This design comes from an exercise in tuning for a short achievable clock period and few clock cycles on the open sky130 flow, not from production work.
Only simulation tests tie the RTL to the original design; equivalence was not proved.
Power figures rest on the tool's default switching activity, not on a simulated workload.

== AL ==
## minirv_pipe
module minirv_pipe(
input         clk,
input         rst_n,
output [31:0] imem_addr,
input  [31:0] imem_rdata,
output [31:0] dmem_addr,
output        dmem_we,
output [31:0] dmem_wdata,
input  [31:0] dmem_rdata,
output        debug_wb_have_inst,
output [31:0] debug_wb_pc,
output        debug_wb_ena,
output [4:0]  debug_wb_reg,
output [31:0] debug_wb_value
);
export LEC_CHECK = 0
export CAP_MARGIN = 20
export CORE_MARGIN = 2
export CORE_UTILIZATION = 40
export SLEW_MARGIN = 20
export SYNTH_HIERARCHICAL = 1
export SYNTH_MINIMUM_KEEP_SIZE = 0
create_clock -name core_clock -period 11.0 [get_ports {clk}]
standard.sh (not shown) runs the stock make flow with config.mk's settings and CLKGATE_MAP_FILE= SYNTH_SCRIPT=/design/flow/synth_recipe.tcl, a recipe that flattens the netlist after the stock synthesis.
==> flow/flow/run.sh <==
#!/bin/bash
# Standard synthesis and layout; only the setup margin that repair_timing aims for is raised.
set -euo pipefail
bash standard.sh synth > synth.log 2>&1
bash standard.sh SETUP_SLACK_MARGIN=8 finish > layout.log 2>&1
Testbench counts of AL, summed over its fixed seeds: cycles 188,256.
Changes in PW relative to AL:
-- flow/design.v --
<<< AL, line 30
assign next = take ? target : other;
endmodule
module minirv_pipe(
input         clk,
>>> PW, line 30
assign next = take ? target : other;
endmodule
module auipc_value(
input   wire    [31:0]  pc,
input   wire    [31:0]  inst,
output  wire    [31:0]  value
);
assign value = {pc[31:12] + inst[31:12], pc[11:0]};
endmodule
module minirv_pipe(
input         clk,
<<< AL, line 51
reg  [31:0] id_inst;
reg  [31:0] id_pc;
reg  [31:0] id_target;     
reg  [31:0] id_pc4;
reg  [31:0] id_pc8;
>>> PW, line 58
reg  [31:0] id_inst;
reg  [31:0] id_pc;
reg  [31:0] id_pc4;
reg  [31:0] id_pc8;
<<< AL, line 163
wire id_jfar     = id_jal & ~id_pred & ~id_off4;    
wire id_redirect = id_valid & ((id_zdep & (id_ztaken ^ id_pred)) | id_jfar) & ~ex_skip;
wire [31:0] id_rtarget = id_jfar ? id_pc + imm_j : id_ztaken ? id_target : id_pc4;
wire [31:0] a  = ex_rs1v;
>>> PW, line 169
wire id_jfar     = id_jal & ~id_pred & ~id_off4;    
wire id_redirect = id_valid & ((id_zdep & (id_ztaken ^ id_pred)) | id_jfar) & ~ex_skip;
wire [31:0] id_target  = id_pc + imm_b;             
wire [31:0] id_rtarget = id_jfar ? id_pc + imm_j : id_ztaken ? id_target : id_pc4;
wire [31:0] a  = ex_rs1v;
<<< AL, line 286
wire        if_taken  = if_jnear | if_bpred | if_jpred;
wire [31:0] if_target;
wire [31:0] pc_next;
fetch_target u_fetch_target(.pc(pci), .inst(fi), .rec(rec_val), .take(pc_take_if), .other(pc_other),
                            .target(if_target), .next(pc_next));
wire        if_auipc  = fi[6:0] == 7'b0010111;
wire        if_writes = if_auipc | if_jal | if_jalr | (fi[6:0] == 7'b0110111) | (fi[6:0] == 7'b0000011) |
>>> PW, line 293
wire        if_taken  = if_jnear | if_bpred | if_jpred;
wire [31:0] if_target;
wire [31:0] pc_fetch;
fetch_target u_fetch_target(.pc(pci), .inst(fi), .rec(rec_val), .take(pc_take_if), .other(pc_other),
                            .target(if_target), .next(pc_fetch));
wire [31:0] pc_next = ex_redirect ? ex_target : pc_fetch;
wire [31:0] auipc_val;
auipc_value u_auipc_value(.pc(pci), .inst(fi), .value(auipc_val));
wire        if_auipc  = fi[6:0] == 7'b0010111;
wire        if_writes = if_auipc | if_jal | if_jalr | (fi[6:0] == 7'b0110111) | (fi[6:0] == 7'b0000011) |
<<< AL, line 303
    if (~stall_id & if_auipc & (|fi[11:7]))
        rec_rd  <= fi[11:7];
    rec_any <= pci + {fi[31:12], 12'b0};
    rec_new <= ~stall_id & if_auipc & (|fi[11:7]);
    rec_old <= rec_val;
end
wire [31:0] if_pc4    = pci + 32'd4;
wire        pc_take_if = if_taken & ~ex_redirect & ~id_redirect & ~stall_id;
wire [31:0] pc_other   = ex_redirect ? ex_target : id_redirect ? id_rtarget : stall_id ? pci : if_pc4;
wire        id_bsel_imm = ~(id_opr | id_br);
wire        id_sub   = id_opr & id_inst[30];
>>> PW, line 313
    if (~stall_id & if_auipc & (|fi[11:7]))
        rec_rd  <= fi[11:7];
    rec_any <= auipc_val;
    rec_new <= ~stall_id & if_auipc & (|fi[11:7]);
    rec_old <= rec_val;
end
wire [31:0] if_pc4    = pci + 32'd4;
wire        pc_take_if = if_taken & ~id_redirect & ~stall_id;
wire [31:0] pc_other   = id_redirect ? id_rtarget : stall_id ? pci : if_pc4;
wire        id_bsel_imm = ~(id_opr | id_br);
wire        id_sub   = id_opr & id_inst[30];
<<< AL, line 338
        id_inst   <= imem_rdata;
        id_pc     <= pci;
        id_target <= if_target;
        id_pc4    <= if_pc4;
        id_pc8    <= pci + 32'd8;
>>> PW, line 348
        id_inst   <= imem_rdata;
        id_pc     <= pci;
        id_pc4    <= if_pc4;
        id_pc8    <= pci + 32'd8;
--- outcome ---
Diff AL..PW | count of final max-slew check failures | unchanged. The lower power of AL and PW is in AL. Of the two values seen for slowest library cell on the worst path, sky130_fd_sc_hd__edfxtp_1 was produced by PW and sky130_fd_sc_hd__or4_4 by AL. [compare] base=AL new=PW: total buffers and inverters traversed by the critical path went down 4, post-layout instance area went up 4000 sq um. | layout-stage area growth over the synthesis result | lower: AL |. PW — total wire length after detailed routing 1.5% higher, AL as reference.
Testbench counts of PW, summed over its fixed seeds: cycles 188,256.

[static timing again, ports no longer ideal]
The results above use ideal ports. As a check the final layouts listed here were re-extracted and re-timed, cells and wires unchanged. Step 1 (the two cells are an assumption about what drives the block):
set clk [get_ports {clk}]
set_driving_cell -lib_cell sky130_fd_sc_hd__clkbuf_16 $clk
set_driving_cell -lib_cell sky130_fd_sc_hd__buf_2 [delete_from_list [all_inputs] $clk]
Step 2 adds t to the input delays and takes it off the output delays; t is the mean of the earliest and latest rising clock arrival at the registers after step 1. Input paths then give back, and output paths get back, about the clock's delay inside the block. Three values: no drivers, after step 1, after step 2; two values: the first two.
run | t, ns | setup slack, ns | worst setup path after step 2 | worst register clock-pin slew, ns | pins driven straight from the clock port
AL | 0.996 | 6.781 / 6.781 / 5.907 | input to register | 0.08 / 0.08 | 1
PW | 1.032 | 6.823 / 6.823 / 5.866 | input to register | 0.07 / 0.07 | 1
After both steps every run listed still meets setup and hold. The setup slack of PW, which loses most, moves by 0.000 ns with the drivers and by -0.957 ns with both steps.
